Context: an optimization exercise on an open-source flow, tuned for small area and a short achievable clock period. The choices shown serve that exercise and are no tape-out recipe.
Only the layout flow was run in this run; the RTL was not checked for function there.
Power figures rest on the tool's default switching activity, not on a simulated workload.

File: flow/design.v
module ChecksumRTL_noparam
(
  input  logic [0:0] clk ,
  input  logic [0:0] reset ,
  input  logic [0:0] recv__en  ,
  input  logic [127:0] recv__msg  ,
  output logic [0:0] recv__rdy  ,
  output logic [0:0] send__en  ,
  output logic [31:0] send__msg  ,
  input  logic [0:0] send__rdy
);
  logic [0:0]  full;
  logic [15:0] sum1_q, sum2_q;
  wire s1, c2;
  csa_fa u_s1 (.a(recv__msg[0]), .b(recv__msg[16]), .c(recv__msg[32]), .s(s1), .co(c2));
  wire s3, c4;
  csa_fa u_s3 (.a(recv__msg[1]), .b(recv__msg[17]), .c(recv__msg[33]), .s(s3), .co(c4));
  wire s5, c6;
  csa_fa u_s5 (.a(recv__msg[2]), .b(recv__msg[18]), .c(recv__msg[34]), .s(s5), .co(c6));
  wire s7, c8;
  csa_fa u_s7 (.a(recv__msg[3]), .b(recv__msg[19]), .c(recv__msg[35]), .s(s7), .co(c8));
  wire s9, c10;
  csa_fa u_s9 (.a(recv__msg[4]), .b(recv__msg[20]), .c(recv__msg[36]), .s(s9), .co(c10));
  wire s11, c12;
  csa_fa u_s11 (.a(recv__msg[5]), .b(recv__msg[21]), .c(recv__msg[37]), .s(s11), .co(c12));
  wire s13, c14;
  csa_fa u_s13 (.a(recv__msg[6]), .b(recv__msg[22]), .c(recv__msg[38]), .s(s13), .co(c14));
  wire s15, c16;
  csa_fa u_s15 (.a(recv__msg[7]), .b(recv__msg[23]), .c(recv__msg[39]), .s(s15), .co(c16));
  wire s17, c18;
  csa_fa u_s17 (.a(recv__msg[8]), .b(recv__msg[24]), .c(recv__msg[40]), .s(s17), .co(c18));
  wire s19, c20;
  csa_fa u_s19 (.a(recv__msg[9]), .b(recv__msg[25]), .c(recv__msg[41]), .s(s19), .co(c20));
  wire s21, c22;
  csa_fa u_s21 (.a(recv__msg[10]), .b(recv__msg[26]), .c(recv__msg[42]), .s(s21), .co(c22));
  wire s23, c24;
  csa_fa u_s23 (.a(recv__msg[11]), .b(recv__msg[27]), .c(recv__msg[43]), .s(s23), .co(c24));
  wire s25, c26;
  csa_fa u_s25 (.a(recv__msg[12]), .b(recv__msg[28]), .c(recv__msg[44]), .s(s25), .co(c26));
  wire s27, c28;
  csa_fa u_s27 (.a(recv__msg[13]), .b(recv__msg[29]), .c(recv__msg[45]), .s(s27), .co(c28));
  wire s29, c30;
  csa_fa u_s29 (.a(recv__msg[14]), .b(recv__msg[30]), .c(recv__msg[46]), .s(s29), .co(c30));
  wire s31;
  assign s31 = recv__msg[15] ^ recv__msg[31] ^ recv__msg[47];
  wire s32, c33;
  csa_fa u_s32 (.a(recv__msg[48]), .b(recv__msg[80]), .c(recv__msg[112]), .s(s32), .co(c33));
  wire s34, c35;
  csa_fa u_s34 (.a(recv__msg[49]), .b(recv__msg[81]), .c(recv__msg[113]), .s(s34), .co(c35));
  wire s36, c37;
  csa_fa u_s36 (.a(recv__msg[50]), .b(recv__msg[82]), .c(recv__msg[114]), .s(s36), .co(c37));
  wire s38, c39;
  csa_fa u_s38 (.a(recv__msg[51]), .b(recv__msg[83]), .c(recv__msg[115]), .s(s38), .co(c39));
  wire s40, c41;
  csa_fa u_s40 (.a(recv__msg[52]), .b(recv__msg[84]), .c(recv__msg[116]), .s(s40), .co(c41));
  wire s42, c43;
  csa_fa u_s42 (.a(recv__msg[53]), .b(recv__msg[85]), .c(recv__msg[117]), .s(s42), .co(c43));
  wire s44, c45;
  csa_fa u_s44 (.a(recv__msg[54]), .b(recv__msg[86]), .c(recv__msg[118]), .s(s44), .co(c45));
  wire s46, c47;
  csa_fa u_s46 (.a(recv__msg[55]), .b(recv__msg[87]), .c(recv__msg[119]), .s(s46), .co(c47));
  wire s48, c49;
  csa_fa u_s48 (.a(recv__msg[56]), .b(recv__msg[88]), .c(recv__msg[120]), .s(s48), .co(c49));
  wire s50, c51;
  csa_fa u_s50 (.a(recv__msg[57]), .b(recv__msg[89]), .c(recv__msg[121]), .s(s50), .co(c51));
  wire s52, c53;
  csa_fa u_s52 (.a(recv__msg[58]), .b(recv__msg[90]), .c(recv__msg[122]), .s(s52), .co(c53));
  wire s54, c55;
  csa_fa u_s54 (.a(recv__msg[59]), .b(recv__msg[91]), .c(recv__msg[123]), .s(s54), .co(c55));
  wire s56, c57;
  csa_fa u_s56 (.a(recv__msg[60]), .b(recv__msg[92]), .c(recv__msg[124]), .s(s56), .co(c57));
  wire s58, c59;
  csa_fa u_s58 (.a(recv__msg[61]), .b(recv__msg[93]), .c(recv__msg[125]), .s(s58), .co(c59));
  wire s60, c61;
  csa_fa u_s60 (.a(recv__msg[62]), .b(recv__msg[94]), .c(recv__msg[126]), .s(s60), .co(c61));
  wire s62;
  assign s62 = recv__msg[63] ^ recv__msg[95] ^ recv__msg[127];
  wire ni63;
  assign ni63 = ~recv__msg[16];
  wire ni64;
  assign ni64 = ~recv__msg[17];
  wire ni65;
  assign ni65 = ~recv__msg[18];
  wire ni66;
  assign ni66 = ~recv__msg[19];
  wire ni67;
  assign ni67 = ~recv__msg[20];
  wire ni68;
  assign ni68 = ~recv__msg[21];
  wire ni69;
  assign ni69 = ~recv__msg[22];
  wire ni70;
  assign ni70 = ~recv__msg[23];
  wire ni71;
  assign ni71 = ~recv__msg[24];
  wire ni72;
  assign ni72 = ~recv__msg[25];
  wire ni73;
  assign ni73 = ~recv__msg[26];
  wire ni74;
  assign ni74 = ~recv__msg[27];
  wire ni75;
  assign ni75 = ~recv__msg[28];
  wire ni76;
  assign ni76 = ~recv__msg[29];
  wire ni77;
  assign ni77 = ~recv__msg[30];
  wire ni78;
  assign ni78 = ~recv__msg[31];
  wire ni79;
  assign ni79 = ~recv__msg[32];
  wire ni80;
  assign ni80 = ~recv__msg[33];
  wire ni81;
  assign ni81 = ~recv__msg[34];
  wire ni82;
  assign ni82 = ~recv__msg[35];
  wire ni83;
  assign ni83 = ~recv__msg[36];
  wire ni84;
  assign ni84 = ~recv__msg[37];
  wire ni85;
  assign ni85 = ~recv__msg[38];
  wire ni86;
  assign ni86 = ~recv__msg[39];
  wire ni87;
  assign ni87 = ~recv__msg[40];
  wire ni88;
  assign ni88 = ~recv__msg[41];
  wire ni89;
  assign ni89 = ~recv__msg[42];
  wire ni90;
  assign ni90 = ~recv__msg[43];
  wire ni91;
  assign ni91 = ~recv__msg[44];
  wire ni92;
  assign ni92 = ~recv__msg[45];
  wire ni93;
  assign ni93 = ~recv__msg[46];
  wire ni94;
  assign ni94 = ~recv__msg[47];
  wire s95, c96;
  csa_fa u_s95 (.a(recv__msg[64]), .b(recv__msg[96]), .c(s1), .s(s95), .co(c96));
  wire s97, c98;
  csa_fa u_s97 (.a(recv__msg[65]), .b(recv__msg[97]), .c(c2), .s(s97), .co(c98));
  wire s99, c100;
  csa_fa u_s99 (.a(c33), .b(s3), .c(s34), .s(s99), .co(c100));
  wire s101, c102;
  csa_fa u_s101 (.a(c96), .b(s97), .c(s99), .s(s101), .co(c102));
  wire s103, c104;
  csa_fa u_s103 (.a(recv__msg[66]), .b(recv__msg[98]), .c(c4), .s(s103), .co(c104));
  wire s105, c106;
  csa_fa u_s105 (.a(c35), .b(s5), .c(s36), .s(s105), .co(c106));
  wire s107, c108;
  csa_fa u_s107 (.a(c98), .b(c100), .c(s103), .s(s107), .co(c108));
  wire s109, c110;
  csa_fa u_s109 (.a(s105), .b(c102), .c(s107), .s(s109), .co(c110));
  wire s111, c112;
  csa_fa u_s111 (.a(recv__msg[67]), .b(recv__msg[99]), .c(c6), .s(s111), .co(c112));
  wire s113, c114;
  csa_fa u_s113 (.a(c37), .b(s7), .c(s38), .s(s113), .co(c114));
  wire s115, c116;
  csa_fa u_s115 (.a(c104), .b(c106), .c(s111), .s(s115), .co(c116));
  wire s117, c118;
  csa_fa u_s117 (.a(s113), .b(c108), .c(s115), .s(s117), .co(c118));
  wire s119, c120;
  csa_fa u_s119 (.a(recv__msg[68]), .b(recv__msg[100]), .c(c8), .s(s119), .co(c120));
  wire s121, c122;
  csa_fa u_s121 (.a(c39), .b(s9), .c(s40), .s(s121), .co(c122));
  wire s123, c124;
  csa_fa u_s123 (.a(c112), .b(c114), .c(s119), .s(s123), .co(c124));
  wire s125, c126;
  csa_fa u_s125 (.a(s121), .b(c116), .c(s123), .s(s125), .co(c126));
  wire s127, c128;
  csa_fa u_s127 (.a(recv__msg[69]), .b(recv__msg[101]), .c(c10), .s(s127), .co(c128));
  wire s129, c130;
  csa_fa u_s129 (.a(c41), .b(s11), .c(s42), .s(s129), .co(c130));
  wire s131, c132;
  csa_fa u_s131 (.a(c120), .b(c122), .c(s127), .s(s131), .co(c132));
  wire s133, c134;
  csa_fa u_s133 (.a(s129), .b(c124), .c(s131), .s(s133), .co(c134));
  wire s135, c136;
  csa_fa u_s135 (.a(recv__msg[70]), .b(recv__msg[102]), .c(c12), .s(s135), .co(c136));
  wire s137, c138;
  csa_fa u_s137 (.a(c43), .b(s13), .c(s44), .s(s137), .co(c138));
  wire s139, c140;
  csa_fa u_s139 (.a(c128), .b(c130), .c(s135), .s(s139), .co(c140));
  wire s141, c142;
  csa_fa u_s141 (.a(s137), .b(c132), .c(s139), .s(s141), .co(c142));
  wire s143, c144;
  csa_fa u_s143 (.a(recv__msg[71]), .b(recv__msg[103]), .c(c14), .s(s143), .co(c144));
  wire s145, c146;
  csa_fa u_s145 (.a(c45), .b(s15), .c(s46), .s(s145), .co(c146));
  wire s147, c148;
  csa_fa u_s147 (.a(c136), .b(c138), .c(s143), .s(s147), .co(c148));
  wire s149, c150;
  csa_fa u_s149 (.a(s145), .b(c140), .c(s147), .s(s149), .co(c150));
  wire s151, c152;
  csa_fa u_s151 (.a(recv__msg[72]), .b(recv__msg[104]), .c(c16), .s(s151), .co(c152));
  wire s153, c154;
  csa_fa u_s153 (.a(c47), .b(s17), .c(s48), .s(s153), .co(c154));
  wire s155, c156;
  csa_fa u_s155 (.a(c144), .b(c146), .c(s151), .s(s155), .co(c156));
  wire s157, c158;
  csa_fa u_s157 (.a(s153), .b(c148), .c(s155), .s(s157), .co(c158));
  wire s159, c160;
  csa_fa u_s159 (.a(recv__msg[73]), .b(recv__msg[105]), .c(c18), .s(s159), .co(c160));
  wire s161, c162;
  csa_fa u_s161 (.a(c49), .b(s19), .c(s50), .s(s161), .co(c162));
  wire s163, c164;
  csa_fa u_s163 (.a(c152), .b(c154), .c(s159), .s(s163), .co(c164));
  wire s165, c166;
  csa_fa u_s165 (.a(s161), .b(c156), .c(s163), .s(s165), .co(c166));
  wire s167, c168;
  csa_fa u_s167 (.a(recv__msg[74]), .b(recv__msg[106]), .c(c20), .s(s167), .co(c168));
  wire s169, c170;
  csa_fa u_s169 (.a(c51), .b(s21), .c(s52), .s(s169), .co(c170));
  wire s171, c172;
  csa_fa u_s171 (.a(c160), .b(c162), .c(s167), .s(s171), .co(c172));
  wire s173, c174;
  csa_fa u_s173 (.a(s169), .b(c164), .c(s171), .s(s173), .co(c174));
  wire s175, c176;
  csa_fa u_s175 (.a(recv__msg[75]), .b(recv__msg[107]), .c(c22), .s(s175), .co(c176));
  wire s177, c178;
  csa_fa u_s177 (.a(c53), .b(s23), .c(s54), .s(s177), .co(c178));
  wire s179, c180;
  csa_fa u_s179 (.a(c168), .b(c170), .c(s175), .s(s179), .co(c180));
  wire s181, c182;
  csa_fa u_s181 (.a(s177), .b(c172), .c(s179), .s(s181), .co(c182));
  wire s183, c184;
  csa_fa u_s183 (.a(recv__msg[76]), .b(recv__msg[108]), .c(c24), .s(s183), .co(c184));
  wire s185, c186;
  csa_fa u_s185 (.a(c55), .b(s25), .c(s56), .s(s185), .co(c186));
  wire s187, c188;
  csa_fa u_s187 (.a(c176), .b(c178), .c(s183), .s(s187), .co(c188));
  wire s189, c190;
  csa_fa u_s189 (.a(s185), .b(c180), .c(s187), .s(s189), .co(c190));
  wire s191, c192;
  csa_fa u_s191 (.a(recv__msg[77]), .b(recv__msg[109]), .c(c26), .s(s191), .co(c192));
  wire s193, c194;
  csa_fa u_s193 (.a(c57), .b(s27), .c(s58), .s(s193), .co(c194));
  wire s195, c196;
  csa_fa u_s195 (.a(c184), .b(c186), .c(s191), .s(s195), .co(c196));
  wire s197, c198;
  csa_fa u_s197 (.a(s193), .b(c188), .c(s195), .s(s197), .co(c198));
  wire s199, c200;
  csa_fa u_s199 (.a(recv__msg[78]), .b(recv__msg[110]), .c(c28), .s(s199), .co(c200));
  wire s201, c202;
  csa_fa u_s201 (.a(c59), .b(s29), .c(s60), .s(s201), .co(c202));
  wire s203, c204;
  csa_fa u_s203 (.a(c192), .b(c194), .c(s199), .s(s203), .co(c204));
  wire s205, c206;
  csa_fa u_s205 (.a(s201), .b(c196), .c(s203), .s(s205), .co(c206));
  wire s207;
  assign s207 = recv__msg[79] ^ recv__msg[111] ^ c30;
  wire s208;
  assign s208 = c61 ^ s31 ^ s62;
  wire s209;
  assign s209 = c200 ^ c202 ^ s207;
  wire s210;
  assign s210 = s208 ^ c204 ^ s209;
  wire x211, x212;
  assign x211 = (s32) & (s95); assign x212 = (s32) ^ (s95);
  wire x213, x214;
  assign x213 = (c110) & (s117); assign x214 = (c110) ^ (s117);
  wire x215, x216;
  assign x215 = (c118) & (s125); assign x216 = (c118) ^ (s125);
  wire x217, x218;
  assign x217 = (c126) & (s133); assign x218 = (c126) ^ (s133);
  wire x219, x220;
  assign x219 = (c134) & (s141); assign x220 = (c134) ^ (s141);
  wire x221, x222;
  assign x221 = (c142) & (s149); assign x222 = (c142) ^ (s149);
  wire x223, x224;
  assign x223 = (c150) & (s157); assign x224 = (c150) ^ (s157);
  wire x225, x226;
  assign x225 = (c158) & (s165); assign x226 = (c158) ^ (s165);
  wire x227, x228;
  assign x227 = (c166) & (s173); assign x228 = (c166) ^ (s173);
  wire x229, x230;
  assign x229 = (c174) & (s181); assign x230 = (c174) ^ (s181);
  wire x231, x232;
  assign x231 = (c182) & (s189); assign x232 = (c182) ^ (s189);
  wire x233, x234;
  assign x233 = (c190) & (s197); assign x234 = (c190) ^ (s197);
  wire x235, x236;
  assign x235 = (c198) & (s205); assign x236 = (c198) ^ (s205);
  wire x237;
  assign x237 = (c206) ^ (s210);
  wire x238;
  assign x238 = ~((s101) & (x211));
  wire x239;
  assign x239 = ~((x214) & (s109));
  wire x240;
  assign x240 = ~(((x218) & (x215)) | (x217));
  wire x241;
  assign x241 = ~((x218) & (x216));
  wire x242;
  assign x242 = ~(((x222) & (x219)) | (x221));
  wire x243;
  assign x243 = ~((x222) & (x220));
  wire x244;
  assign x244 = ~(((x226) & (x223)) | (x225));
  wire x245;
  assign x245 = ~((x226) & (x224));
  wire x246;
  assign x246 = ~(((x230) & (x227)) | (x229));
  wire x247;
  assign x247 = ~((x230) & (x228));
  wire x248;
  assign x248 = ~(((x234) & (x231)) | (x233));
  wire x249;
  assign x249 = ~((x234) & (x232));
  wire x250;
  assign x250 = (s109) & ~(x238);
  wire x251;
  assign x251 = ~(x213);
  wire x252;
  assign x252 = ~(((x239) | (x238)) & (x251));
  wire x253;
  assign x253 = ~(x240);
  wire x254;
  assign x254 = ~(((x220) & (x253)) | (x219));
  wire x255;
  assign x255 = (x220) & ~(x241);
  wire x256;
  assign x256 = ~(((x243) | (x240)) & (x242));
  wire x257;
  assign x257 = ~((x243) | (x241));
  wire x258;
  assign x258 = ~(x244);
  wire x259;
  assign x259 = ~(((x228) & (x258)) | (x227));
  wire x260;
  assign x260 = (x228) & ~(x245);
  wire x261;
  assign x261 = ~(((x247) | (x244)) & (x246));
  wire x262;
  assign x262 = ~((x247) | (x245));
  wire x263;
  assign x263 = ~(x248);
  wire x264;
  assign x264 = ~(((x236) & (x263)) | (x235));
  wire x265;
  assign x265 = (x236) & ~(x249);
  wire x266;
  assign x266 = ~(((x216) & (x252)) | (x215));
  wire x267;
  assign x267 = ~(x252);
  wire x268;
  assign x268 = ~(((x241) | (x267)) & (x240));
  wire x269;
  assign x269 = ~(x254);
  wire x270;
  assign x270 = ~(((x255) & (x252)) | (x269));
  wire x271;
  assign x271 = ~(((x257) & (x252)) | (x256));
  wire x272;
  assign x272 = ~(((x232) & (x261)) | (x231));
  wire x273;
  assign x273 = ~((x232) & (x262));
  wire x274;
  assign x274 = ~(x261);
  wire x275;
  assign x275 = ~(((x249) | (x274)) & (x248));
  wire x276;
  assign x276 = (x262) & ~(x249);
  wire x277;
  assign x277 = ~(x264);
  wire x278;
  assign x278 = ~(((x265) & (x261)) | (x277));
  wire x279;
  assign x279 = ~((x265) & (x262));
  wire x280;
  assign x280 = ~(x271);
  wire x281;
  assign x281 = ~(((x224) & (x280)) | (x223));
  wire x282;
  assign x282 = ~(((x245) | (x271)) & (x244));
  wire x283;
  assign x283 = ~(x260);
  wire x284;
  assign x284 = ~(((x283) | (x271)) & (x259));
  wire x285;
  assign x285 = ~(x271);
  wire x286;
  assign x286 = ~(((x262) & (x285)) | (x261));
  wire x287;
  assign x287 = ~(((x273) | (x271)) & (x272));
  wire x288;
  assign x288 = ~(x271);
  wire x289;
  assign x289 = ~(((x276) & (x288)) | (x275));
  wire x290;
  assign x290 = ~(((x279) | (x271)) & (x278));
  wire x291;
  assign x291 = (s101) ^ (x211);
  wire x292;
  assign x292 = ~((s109) ^ (x238));
  wire x293;
  assign x293 = (x214) ^ (x250);
  wire x294;
  assign x294 = (x216) ^ (x252);
  wire x295;
  assign x295 = ~((x218) ^ (x266));
  wire x296;
  assign x296 = (x220) ^ (x268);
  wire x297;
  assign x297 = ~((x222) ^ (x270));
  wire x298;
  assign x298 = ~((x224) ^ (x271));
  wire x299;
  assign x299 = ~((x226) ^ (x281));
  wire x300;
  assign x300 = (x228) ^ (x282);
  wire x301;
  assign x301 = (x230) ^ (x284);
  wire x302;
  assign x302 = ~((x232) ^ (x286));
  wire x303;
  assign x303 = (x234) ^ (x287);
  wire x304;
  assign x304 = ~((x236) ^ (x289));
  wire x305;
  assign x305 = (x237) ^ (x290);
  wire [15:0] s1_r;
  assign s1_r[0] = x212;
  assign s1_r[1] = x291;
  assign s1_r[2] = x292;
  assign s1_r[3] = x293;
  assign s1_r[4] = x294;
  assign s1_r[5] = x295;
  assign s1_r[6] = x296;
  assign s1_r[7] = x297;
  assign s1_r[8] = x298;
  assign s1_r[9] = x299;
  assign s1_r[10] = x300;
  assign s1_r[11] = x301;
  assign s1_r[12] = x302;
  assign s1_r[13] = x303;
  assign s1_r[14] = x304;
  assign s1_r[15] = x305;
  wire s306;
  assign s306 = ni63 ^ s32;
  wire c307;
  assign c307 = ni63 | s32;
  wire s308, c309;
  csa_fa u_s308 (.a(recv__msg[80]), .b(recv__msg[96]), .c(ni64), .s(s308), .co(c309));
  wire s310, c311;
  csa_fa u_s310 (.a(ni79), .b(c33), .c(s34), .s(s310), .co(c311));
  wire s312, c313;
  csa_fa u_s312 (.a(s308), .b(c307), .c(s310), .s(s312), .co(c313));
  wire s314, c315;
  csa_fa u_s314 (.a(recv__msg[48]), .b(recv__msg[64]), .c(recv__msg[81]), .s(s314), .co(c315));
  wire s316, c317;
  csa_fa u_s316 (.a(recv__msg[97]), .b(ni65), .c(ni80), .s(s316), .co(c317));
  wire s318, c319;
  csa_fa u_s318 (.a(c35), .b(s36), .c(s314), .s(s318), .co(c319));
  wire s320, c321;
  csa_fa u_s320 (.a(c309), .b(s316), .c(c311), .s(s320), .co(c321));
  wire s322, c323;
  csa_fa u_s322 (.a(s318), .b(c313), .c(s320), .s(s322), .co(c323));
  wire s324, c325;
  csa_fa u_s324 (.a(recv__msg[49]), .b(recv__msg[65]), .c(recv__msg[82]), .s(s324), .co(c325));
  wire s326, c327;
  csa_fa u_s326 (.a(recv__msg[98]), .b(ni66), .c(ni81), .s(s326), .co(c327));
  wire s328, c329;
  csa_fa u_s328 (.a(c37), .b(c315), .c(s1), .s(s328), .co(c329));
  wire s330, c331;
  csa_fa u_s330 (.a(s38), .b(s324), .c(c317), .s(s330), .co(c331));
  wire s332, c333;
  csa_fa u_s332 (.a(s326), .b(c319), .c(s328), .s(s332), .co(c333));
  wire s334, c335;
  csa_fa u_s334 (.a(s330), .b(c321), .c(s332), .s(s334), .co(c335));
  wire s336, c337;
  csa_fa u_s336 (.a(recv__msg[50]), .b(recv__msg[66]), .c(recv__msg[83]), .s(s336), .co(c337));
  wire s338, c339;
  csa_fa u_s338 (.a(recv__msg[99]), .b(ni67), .c(ni82), .s(s338), .co(c339));
  wire s340, c341;
  csa_fa u_s340 (.a(c2), .b(c39), .c(c325), .s(s340), .co(c341));
  wire s342, c343;
  csa_fa u_s342 (.a(s3), .b(s40), .c(s336), .s(s342), .co(c343));
  wire s344, c345;
  csa_fa u_s344 (.a(c327), .b(s338), .c(c329), .s(s344), .co(c345));
  wire s346, c347;
  csa_fa u_s346 (.a(s340), .b(c331), .c(s342), .s(s346), .co(c347));
  wire s348, c349;
  csa_fa u_s348 (.a(c333), .b(s344), .c(s346), .s(s348), .co(c349));
  wire s350, c351;
  csa_fa u_s350 (.a(recv__msg[51]), .b(recv__msg[67]), .c(recv__msg[84]), .s(s350), .co(c351));
  wire s352, c353;
  csa_fa u_s352 (.a(recv__msg[100]), .b(ni68), .c(ni83), .s(s352), .co(c353));
  wire s354, c355;
  csa_fa u_s354 (.a(c4), .b(c41), .c(c337), .s(s354), .co(c355));
  wire s356, c357;
  csa_fa u_s356 (.a(s5), .b(s42), .c(s350), .s(s356), .co(c357));
  wire s358, c359;
  csa_fa u_s358 (.a(c339), .b(s352), .c(c341), .s(s358), .co(c359));
  wire s360, c361;
  csa_fa u_s360 (.a(c343), .b(s354), .c(s356), .s(s360), .co(c361));
  wire s362, c363;
  csa_fa u_s362 (.a(c345), .b(s358), .c(c347), .s(s362), .co(c363));
  wire s364, c365;
  csa_fa u_s364 (.a(s360), .b(c349), .c(s362), .s(s364), .co(c365));
  wire s366, c367;
  csa_fa u_s366 (.a(recv__msg[52]), .b(recv__msg[68]), .c(recv__msg[85]), .s(s366), .co(c367));
  wire s368, c369;
  csa_fa u_s368 (.a(recv__msg[101]), .b(ni69), .c(ni84), .s(s368), .co(c369));
  wire s370, c371;
  csa_fa u_s370 (.a(c6), .b(c43), .c(c351), .s(s370), .co(c371));
  wire s372, c373;
  csa_fa u_s372 (.a(s7), .b(s44), .c(s366), .s(s372), .co(c373));
  wire s374, c375;
  csa_fa u_s374 (.a(c353), .b(s368), .c(c355), .s(s374), .co(c375));
  wire s376, c377;
  csa_fa u_s376 (.a(c357), .b(s370), .c(s372), .s(s376), .co(c377));
  wire s378, c379;
  csa_fa u_s378 (.a(c359), .b(s374), .c(c361), .s(s378), .co(c379));
  wire s380, c381;
  csa_fa u_s380 (.a(s376), .b(c363), .c(s378), .s(s380), .co(c381));
  wire s382, c383;
  csa_fa u_s382 (.a(recv__msg[53]), .b(recv__msg[69]), .c(recv__msg[86]), .s(s382), .co(c383));
  wire s384, c385;
  csa_fa u_s384 (.a(recv__msg[102]), .b(ni70), .c(ni85), .s(s384), .co(c385));
  wire s386, c387;
  csa_fa u_s386 (.a(c8), .b(c45), .c(c367), .s(s386), .co(c387));
  wire s388, c389;
  csa_fa u_s388 (.a(s9), .b(s46), .c(s382), .s(s388), .co(c389));
  wire s390, c391;
  csa_fa u_s390 (.a(c369), .b(s384), .c(c371), .s(s390), .co(c391));
  wire s392, c393;
  csa_fa u_s392 (.a(c373), .b(s386), .c(s388), .s(s392), .co(c393));
  wire s394, c395;
  csa_fa u_s394 (.a(c375), .b(s390), .c(c377), .s(s394), .co(c395));
  wire s396, c397;
  csa_fa u_s396 (.a(s392), .b(c379), .c(s394), .s(s396), .co(c397));
  wire s398, c399;
  csa_fa u_s398 (.a(recv__msg[54]), .b(recv__msg[70]), .c(recv__msg[87]), .s(s398), .co(c399));
  wire s400, c401;
  csa_fa u_s400 (.a(recv__msg[103]), .b(ni71), .c(ni86), .s(s400), .co(c401));
  wire s402, c403;
  csa_fa u_s402 (.a(c10), .b(c47), .c(c383), .s(s402), .co(c403));
  wire s404, c405;
  csa_fa u_s404 (.a(s11), .b(s48), .c(s398), .s(s404), .co(c405));
  wire s406, c407;
  csa_fa u_s406 (.a(c385), .b(s400), .c(c387), .s(s406), .co(c407));
  wire s408, c409;
  csa_fa u_s408 (.a(c389), .b(s402), .c(s404), .s(s408), .co(c409));
  wire s410, c411;
  csa_fa u_s410 (.a(c391), .b(s406), .c(c393), .s(s410), .co(c411));
  wire s412, c413;
  csa_fa u_s412 (.a(s408), .b(c395), .c(s410), .s(s412), .co(c413));
  wire s414, c415;
  csa_fa u_s414 (.a(recv__msg[55]), .b(recv__msg[71]), .c(recv__msg[88]), .s(s414), .co(c415));
  wire s416, c417;
  csa_fa u_s416 (.a(recv__msg[104]), .b(ni72), .c(ni87), .s(s416), .co(c417));
  wire s418, c419;
  csa_fa u_s418 (.a(c12), .b(c49), .c(c399), .s(s418), .co(c419));
  wire s420, c421;
  csa_fa u_s420 (.a(s13), .b(s50), .c(s414), .s(s420), .co(c421));
  wire s422, c423;
  csa_fa u_s422 (.a(c401), .b(s416), .c(c403), .s(s422), .co(c423));
  wire s424, c425;
  csa_fa u_s424 (.a(c405), .b(s418), .c(s420), .s(s424), .co(c425));
  wire s426, c427;
  csa_fa u_s426 (.a(c407), .b(s422), .c(c409), .s(s426), .co(c427));
  wire s428, c429;
  csa_fa u_s428 (.a(s424), .b(c411), .c(s426), .s(s428), .co(c429));
  wire s430, c431;
  csa_fa u_s430 (.a(recv__msg[56]), .b(recv__msg[72]), .c(recv__msg[89]), .s(s430), .co(c431));
  wire s432, c433;
  csa_fa u_s432 (.a(recv__msg[105]), .b(ni73), .c(ni88), .s(s432), .co(c433));
  wire s434, c435;
  csa_fa u_s434 (.a(c14), .b(c51), .c(c415), .s(s434), .co(c435));
  wire s436, c437;
  csa_fa u_s436 (.a(s15), .b(s52), .c(s430), .s(s436), .co(c437));
  wire s438, c439;
  csa_fa u_s438 (.a(c417), .b(s432), .c(c419), .s(s438), .co(c439));
  wire s440, c441;
  csa_fa u_s440 (.a(c421), .b(s434), .c(s436), .s(s440), .co(c441));
  wire s442, c443;
  csa_fa u_s442 (.a(c423), .b(s438), .c(c425), .s(s442), .co(c443));
  wire s444, c445;
  csa_fa u_s444 (.a(s440), .b(c427), .c(s442), .s(s444), .co(c445));
  wire s446, c447;
  csa_fa u_s446 (.a(recv__msg[57]), .b(recv__msg[73]), .c(recv__msg[90]), .s(s446), .co(c447));
  wire s448, c449;
  csa_fa u_s448 (.a(recv__msg[106]), .b(ni74), .c(ni89), .s(s448), .co(c449));
  wire s450, c451;
  csa_fa u_s450 (.a(c16), .b(c53), .c(c431), .s(s450), .co(c451));
  wire s452, c453;
  csa_fa u_s452 (.a(s17), .b(s54), .c(s446), .s(s452), .co(c453));
  wire s454, c455;
  csa_fa u_s454 (.a(c433), .b(s448), .c(c435), .s(s454), .co(c455));
  wire s456, c457;
  csa_fa u_s456 (.a(c437), .b(s450), .c(s452), .s(s456), .co(c457));
  wire s458, c459;
  csa_fa u_s458 (.a(c439), .b(s454), .c(c441), .s(s458), .co(c459));
  wire s460, c461;
  csa_fa u_s460 (.a(s456), .b(c443), .c(s458), .s(s460), .co(c461));
  wire s462, c463;
  csa_fa u_s462 (.a(recv__msg[58]), .b(recv__msg[74]), .c(recv__msg[91]), .s(s462), .co(c463));
  wire s464, c465;
  csa_fa u_s464 (.a(recv__msg[107]), .b(ni75), .c(ni90), .s(s464), .co(c465));
  wire s466, c467;
  csa_fa u_s466 (.a(c18), .b(c55), .c(c447), .s(s466), .co(c467));
  wire s468, c469;
  csa_fa u_s468 (.a(s19), .b(s56), .c(s462), .s(s468), .co(c469));
  wire s470, c471;
  csa_fa u_s470 (.a(c449), .b(s464), .c(c451), .s(s470), .co(c471));
  wire s472, c473;
  csa_fa u_s472 (.a(c453), .b(s466), .c(s468), .s(s472), .co(c473));
  wire s474, c475;
  csa_fa u_s474 (.a(c455), .b(s470), .c(c457), .s(s474), .co(c475));
  wire s476, c477;
  csa_fa u_s476 (.a(s472), .b(c459), .c(s474), .s(s476), .co(c477));
  wire s478, c479;
  csa_fa u_s478 (.a(recv__msg[59]), .b(recv__msg[75]), .c(recv__msg[92]), .s(s478), .co(c479));
  wire s480, c481;
  csa_fa u_s480 (.a(recv__msg[108]), .b(ni76), .c(ni91), .s(s480), .co(c481));
  wire s482, c483;
  csa_fa u_s482 (.a(c20), .b(c57), .c(c463), .s(s482), .co(c483));
  wire s484, c485;
  csa_fa u_s484 (.a(s21), .b(s58), .c(s478), .s(s484), .co(c485));
  wire s486, c487;
  csa_fa u_s486 (.a(c465), .b(s480), .c(c467), .s(s486), .co(c487));
  wire s488, c489;
  csa_fa u_s488 (.a(c469), .b(s482), .c(s484), .s(s488), .co(c489));
  wire s490, c491;
  csa_fa u_s490 (.a(c471), .b(s486), .c(c473), .s(s490), .co(c491));
  wire s492, c493;
  csa_fa u_s492 (.a(s488), .b(c475), .c(s490), .s(s492), .co(c493));
  wire s494, c495;
  csa_fa u_s494 (.a(recv__msg[60]), .b(recv__msg[76]), .c(recv__msg[93]), .s(s494), .co(c495));
  wire s496, c497;
  csa_fa u_s496 (.a(recv__msg[109]), .b(ni77), .c(ni92), .s(s496), .co(c497));
  wire s498, c499;
  csa_fa u_s498 (.a(c22), .b(c59), .c(c479), .s(s498), .co(c499));
  wire s500, c501;
  csa_fa u_s500 (.a(s23), .b(s60), .c(s494), .s(s500), .co(c501));
  wire s502, c503;
  csa_fa u_s502 (.a(c481), .b(s496), .c(c483), .s(s502), .co(c503));
  wire s504, c505;
  csa_fa u_s504 (.a(c485), .b(s498), .c(s500), .s(s504), .co(c505));
  wire s506, c507;
  csa_fa u_s506 (.a(c487), .b(s502), .c(c489), .s(s506), .co(c507));
  wire s508, c509;
  csa_fa u_s508 (.a(s504), .b(c491), .c(s506), .s(s508), .co(c509));
  wire s510;
  assign s510 = recv__msg[61] ^ recv__msg[77] ^ recv__msg[94];
  wire s511;
  assign s511 = recv__msg[110] ^ ni78 ^ ni93;
  wire s512;
  assign s512 = c24 ^ c61 ^ c495;
  wire s513;
  assign s513 = s25 ^ s62 ^ s510;
  wire s514;
  assign s514 = c497 ^ s511 ^ c499;
  wire s515;
  assign s515 = c501 ^ s512 ^ s513;
  wire s516;
  assign s516 = c503 ^ s514 ^ c505;
  wire s517;
  assign s517 = s515 ^ c507 ^ s516;
  wire x518, x519;
  assign x518 = (c323) & (s334); assign x519 = (c323) ^ (s334);
  wire x520, x521;
  assign x520 = (c335) & (s348); assign x521 = (c335) ^ (s348);
  wire x522, x523;
  assign x522 = (c365) & (s380); assign x523 = (c365) ^ (s380);
  wire x524, x525;
  assign x524 = (c381) & (s396); assign x525 = (c381) ^ (s396);
  wire x526, x527;
  assign x526 = (c397) & (s412); assign x527 = (c397) ^ (s412);
  wire x528, x529;
  assign x528 = (c413) & (s428); assign x529 = (c413) ^ (s428);
  wire x530, x531;
  assign x530 = (c429) & (s444); assign x531 = (c429) ^ (s444);
  wire x532, x533;
  assign x532 = (c445) & (s460); assign x533 = (c445) ^ (s460);
  wire x534, x535;
  assign x534 = (c461) & (s476); assign x535 = (c461) ^ (s476);
  wire x536, x537;
  assign x536 = (c477) & (s492); assign x537 = (c477) ^ (s492);
  wire x538, x539;
  assign x538 = (c493) & (s508); assign x539 = (c493) ^ (s508);
  wire x540;
  assign x540 = (c509) ^ (s517);
  wire x541;
  assign x541 = ~((x519) & (s322));
  wire x542;
  assign x542 = ~((s364) & (x520));
  wire x543;
  assign x543 = ~((s364) & (x521));
  wire x544;
  assign x544 = ~(((x525) & (x522)) | (x524));
  wire x545;
  assign x545 = ~((x525) & (x523));
  wire x546;
  assign x546 = ~(((x529) & (x526)) | (x528));
  wire x547;
  assign x547 = ~((x529) & (x527));
  wire x548;
  assign x548 = ~(((x533) & (x530)) | (x532));
  wire x549;
  assign x549 = ~((x533) & (x531));
  wire x550;
  assign x550 = ~(((x537) & (x534)) | (x536));
  wire x551;
  assign x551 = ~((x537) & (x535));
  wire x552;
  assign x552 = ~((s322) & (s312));
  wire x553;
  assign x553 = ~(x541);
  wire x554;
  assign x554 = ~(((x553) & (s312)) | (x518));
  wire x555;
  assign x555 = ~(x542);
  wire x556;
  assign x556 = ~(((x523) & (x555)) | (x522));
  wire x557;
  assign x557 = (x523) & ~(x543);
  wire x558;
  assign x558 = ~(((x545) | (x542)) & (x544));
  wire x559;
  assign x559 = ~((x545) | (x543));
  wire x560;
  assign x560 = ~(x546);
  wire x561;
  assign x561 = ~(((x531) & (x560)) | (x530));
  wire x562;
  assign x562 = (x531) & ~(x547);
  wire x563;
  assign x563 = ~(((x549) | (x546)) & (x548));
  wire x564;
  assign x564 = ~((x549) | (x547));
  wire x565;
  assign x565 = ~(x550);
  wire x566;
  assign x566 = ~(((x539) & (x565)) | (x538));
  wire x567;
  assign x567 = (x539) & ~(x551);
  wire x568;
  assign x568 = ~(x554);
  wire x569;
  assign x569 = ~(((x521) & (x568)) | (x520));
  wire x570;
  assign x570 = ~(((x543) | (x554)) & (x542));
  wire x571;
  assign x571 = ~(x557);
  wire x572;
  assign x572 = ~(((x571) | (x554)) & (x556));
  wire x573;
  assign x573 = ~(x554);
  wire x574;
  assign x574 = ~(((x559) & (x573)) | (x558));
  wire x575;
  assign x575 = ~(((x535) & (x563)) | (x534));
  wire x576;
  assign x576 = ~((x535) & (x564));
  wire x577;
  assign x577 = ~(x563);
  wire x578;
  assign x578 = ~(((x551) | (x577)) & (x550));
  wire x579;
  assign x579 = (x564) & ~(x551);
  wire x580;
  assign x580 = ~(x566);
  wire x581;
  assign x581 = ~(((x567) & (x563)) | (x580));
  wire x582;
  assign x582 = ~((x567) & (x564));
  wire x583;
  assign x583 = ~(x574);
  wire x584;
  assign x584 = ~(((x527) & (x583)) | (x526));
  wire x585;
  assign x585 = ~(((x547) | (x574)) & (x546));
  wire x586;
  assign x586 = ~(x562);
  wire x587;
  assign x587 = ~(((x586) | (x574)) & (x561));
  wire x588;
  assign x588 = ~(x574);
  wire x589;
  assign x589 = ~(((x564) & (x588)) | (x563));
  wire x590;
  assign x590 = ~(((x576) | (x574)) & (x575));
  wire x591;
  assign x591 = ~(x574);
  wire x592;
  assign x592 = ~(((x579) & (x591)) | (x578));
  wire x593;
  assign x593 = ~(((x582) | (x574)) & (x581));
  wire x594;
  assign x594 = ~(s306);
  wire x595;
  assign x595 = ~(s312);
  wire x596;
  assign x596 = (s322) ^ (s312);
  wire x597;
  assign x597 = ~((x519) ^ (x552));
  wire x598;
  assign x598 = ~((x521) ^ (x554));
  wire x599;
  assign x599 = ~((s364) ^ (x569));
  wire x600;
  assign x600 = (x523) ^ (x570);
  wire x601;
  assign x601 = (x525) ^ (x572);
  wire x602;
  assign x602 = ~((x527) ^ (x574));
  wire x603;
  assign x603 = ~((x529) ^ (x584));
  wire x604;
  assign x604 = (x531) ^ (x585);
  wire x605;
  assign x605 = (x533) ^ (x587);
  wire x606;
  assign x606 = ~((x535) ^ (x589));
  wire x607;
  assign x607 = (x537) ^ (x590);
  wire x608;
  assign x608 = ~((x539) ^ (x592));
  wire x609;
  assign x609 = (x540) ^ (x593);
  wire [15:0] s2_r;
  assign s2_r[0] = x594;
  assign s2_r[1] = x595;
  assign s2_r[2] = x596;
  assign s2_r[3] = x597;
  assign s2_r[4] = x598;
  assign s2_r[5] = x599;
  assign s2_r[6] = x600;
  assign s2_r[7] = x601;
  assign s2_r[8] = x602;
  assign s2_r[9] = x603;
  assign s2_r[10] = x604;
  assign s2_r[11] = x605;
  assign s2_r[12] = x606;
  assign s2_r[13] = x607;
  assign s2_r[14] = x608;
  assign s2_r[15] = x609;
  assign send__en  = full & ~reset & send__rdy;
  assign recv__rdy = ~reset & (~full | send__en);
  always_ff @(posedge clk) begin
    full <= ~reset & (recv__en | (full & ~send__en));
    if (recv__en) begin
      sum1_q <= s1_r;
      sum2_q <= s2_r;
    end
  end
  assign send__msg = {sum2_q, sum1_q};
endmodule
module csa_fa (input logic a, input logic b, input logic c, output logic s, output logic co);
  assign s  = a ^ b ^ c;
  assign co = (a & b) | (a & c) | (b & c);
endmodule
File: flow/run.sh
#!/bin/bash
# synth_recipe.tcl (not shown) runs the flow's synth.tcl, then flattens the netlist and writes it again
# the make line also repeats each setting of config.mk as NAME=value (left out here)
make -C /OpenROAD-flow-scripts/flow DESIGN_CONFIG=/design/flow/config.mk WORK_HOME=/design/flow/orfs CLKGATE_MAP_FILE= SYNTH_SCRIPT=/design/flow/synth_recipe.tcl finish
File: flow/config.mk
export PLATFORM = sky130hd
export DESIGN_NAME = ChecksumRTL_noparam
export DESIGN_NICKNAME = ChecksumRTL_noparam
export VERILOG_FILES = /design/flow/design.v
export SDC_FILE = /design/flow/constraint.sdc
export NUM_CORES = 4
export LEC_CHECK = 0
export CAP_MARGIN = 20
export CORE_MARGIN = 2
export CORE_UTILIZATION = 40
export CTS_BUF_LIST = sky130_fd_sc_hd__clkbuf_4
export SLEW_MARGIN = 20
export SYNTH_HIERARCHICAL = 1
File: flow/constraint.sdc
create_clock -name core_clock -period 16.0 [get_ports {clk}]
set_input_delay 3.2000 -clock core_clock [delete_from_list [all_inputs] [get_ports {clk}]]
set_output_delay 3.2000 -clock core_clock [all_outputs]
set_load 0.01 [all_outputs]
==> out/results.ini <==
[synthesis]
ys_seq_area_frac=0.162
netlist_area_um2=6040
postSynthNetCount=738
synthCells=387
ys.flop_type=edfxtp_1
async_reset_ff_frac=0
yosys_warnings=7
syn_area_per_cell_um2=15.6
yosys_register_bits=33
synth_edf_count=32
synth_cell_types=31

[sta]
post-route-period-util=0.479
grt_setup_unrepaired=no
finalHoldViolCount=0
fmax_mhz=131
relSlewSlack=0.728
fin_tns_setup_ns=0
whs_ns=0.614
finClkSkew_ns=0
maxSlewViolCount=0
setup_viol=0
fin_crit_ns=7.66
worst_pin_slew_ns=0.408
layout_setup_ws_ns=8.34

[layout]
final_layout_size_suffix_gt1_frac=0.0250
fin_nets=911
fillers=1198
n_antenna_cell=0
area_delta_synth_final_pct=32.6
final_util=0.547

[clocking]
clock-sinks=33
post_cts_buffers=0
cts-root-buf=clkbuf_4
clk_pin_slew_worst_paths_ns=0.10
clkLatencyLatePin_ns=0.33
cts_tree=yes
cts_resized=0
clockBufferDepth=2
cts_inserted_buffers=5
postCtsHoldBufs=0
cts_max_level=2

[grt]
overflow=0
grt_max_degree=34
grt.met3_usage=0.0202
grt-busiest-layer=met2
grtUsageTotal=0.185
grt_pass1_vias=4488
antenna_found_initial=0
use_met1=0.243
grt_use_met2=0.343
grt_first_pass_wirelength_mm=23.0

[critical_path]
worstPathArrival_ns=7.74
rrSetupSlack_ns=15.29
slowest_stage=fa_1
r2r_start=full$_DFF_P_
crit_chain=clkdlybuf4s50_1, fa_1, fa_1, fa_1, fa_1, fa_1, ha_1, a21o_1, a21o_1, a221o_1, a221oi_2, xnor2_1
crit_end=sum2_q[15]$_DFFE_PP_
path_depth=12
crit_start=recv__msg[56]
worst_r2r_endpoint=full$_DFF_P_
max_stage_delay_ns=0.66
path_max_fanout=5
end_kind=flip-flop
cp.required_ns=16.08
path_buf_inv=1
crit_top_cell=fa_1
crit_family=adder cells
reg2regPathDepth=3
path_class=input port to flip-flop
worstSetupStartpointType=input port

[power_and_ir_drop]
swShare=0.439
ir_drop_v=0.000104
pwr_density_cell_nw_per_um2=221
seqPwrFrac=0.147
cell_internal_pwr_uw=992
clkPwrFrac=0.035
p_leak_nw=3.08
combPwrFrac=0.818
power.total_mw=1.77
p_sw_uw=776

[routing]
dr.first_iter.drc_count=82
ant_nets=0
drt_wl_total_mm=13.7
avgRoutedWirePerCell_um=18.3
drc=0
vias=3616
viasPerCell=4.85
drt_pass1_iterations=4

[placed_design]
portBuffers=165
gp_congestion=0.829
dpl.hpwl_mm=13.2
pre_cts_slack_ns=7.95

[floorplan]
ios=166
rows=44
design.core.area_um2=14600
die_w_um=127
die_area_um2=16100
dieHeight_um=127
initial_utilization=0.412

[outcome]
run_status=timing/DRC/antenna clean

[job]
drv_cap=0

[min_path]
hold_path_class=flip-flop to flip-flop

==> synth_stat cells, drive strengths merged, types with 2 or more instances <==
cell type,count,area share
a31o,2,0.0029
edfxtp,32,0.16
xor2,15,0.022
xnor2,34,0.049
a21oi,9,0.0081
a21o,5,0.0062
nand3,4,0.0033
inv,34,0.021
a31oi,3,0.0031
o21a,2,0.0025
o21ai,4,0.0039
fa,191,0.63
nand2,3,0.0019
nor2,7,0.0044
ha,28,0.058
a41oi,2,0.0029
==> metrics by stage <==
step           area (um^2)  std cells
6_report              8010        745
5_1_grt               8010        745
4_1_cts               8010        745
3_5_place_dp          7930        737
3_3_place_gp          7930        737
2_1_floorplan         6040        387
==> sequential cells by signal (all words and copies together), names as in the netlist <==
signal,flops
full,1
sum1_q,16
sum2_q,16
==> placed cells by master (no fill, tap or decap), drive strengths merged <==
master           n
and3             1
o211ai           1
nand3            4
a41oi            2
o21a             2
o221a            1
nor2b            1
a21o             5
clkbuf           5
inv             34
xnor2           34
xor2            15
buf              1
and2b            1
and4             1
a21oi            9
o21ai            4
edfxtp          32
o22ai            1
ha              28
nor3             1
a221oi           1
or2              1
dfxtp            1
a31oi            3
nor2             7
a31o             2
clkdlybuf4s50  165
clkinv           1
a221o            1
fa             191
clkinvlp         1
nand2            3
bufinv           1
==> worst min path at each step <==
stage / startpoint / endpoint / cells past startpoint
finish: full$_DFF_P_ / full$_DFF_P_ / 3
global route: full$_DFF_P_ / full$_DFF_P_ / 3
CTS: full$_DFF_P_ / full$_DFF_P_ / 3
detailed placement: full$_DFF_P_ / full$_DFF_P_ / 3
global placement: full$_DFF_P_ / full$_DFF_P_ / 3
floorplan: full$_DFF_P_ / full$_DFF_P_ / 3
==> routing by layer <==
metal / vias to the layer above / share of wire
met5: - / 0
met4: 0 / 0.0078
met1: 1884 / 0.42
met2: 120 / 0.54
met3: 14 / 0.039
li1: 1598 / -
==> kinds of logic (layout without fill, tap and decap cells) <==
group,Yosys count,in the layout,synth area share
buffers and inverters,34,208,0.0211
DFF,33,33,0.162
adders and majority gates,219,219,0.691
AOI/OAI and AO/OA,32,32,0.0379
and+or+nand+nor,20,20,0.0162
xor gates and xnor gates,49,49,0.0711
==> power by group through the flow <==
stage / clock, mW / combinational (mW) / sequential [mW]
floorplan: 0 / 1.03 / 0.281
global placement: 0 / 1.44 / 0.261
detailed placement: 0 / 1.47 / 0.262
CTS: 0.0637 / 1.47 / 0.261
global route: 0.0665 / 1.66 / 0.264
finish: 0.0615 / 1.45 / 0.260
==> per-module statistics from Yosys, one instance, submodules excluded <==
module	cell area, um^2	times used	cells inside	flops+latches
ChecksumRTL_noparam	2290	1	200	33
csa_fa	20.0	187	1	0
==> tightest hold or removal path, delay by kind of cell (launching register included) <==
| family | cells | cell delay (ns) |
|---|---|---|
| DFF | 1 | 0.32 |
| and+or+nand+nor | 3 | 0.25 |
==> cell type report <==
type                            count  area (um^2)  share of cell area
Inverter                           34          128              0.0159
Clock inverter                      3         41.3             0.00516
Multi-Input combinational cell    320         4930               0.616
Tap cell                          184          230              0.0288
Timing Repair Buffer              166         1660               0.207
Clock buffer                        5         37.5             0.00469
Sequential cell                    33          981               0.123
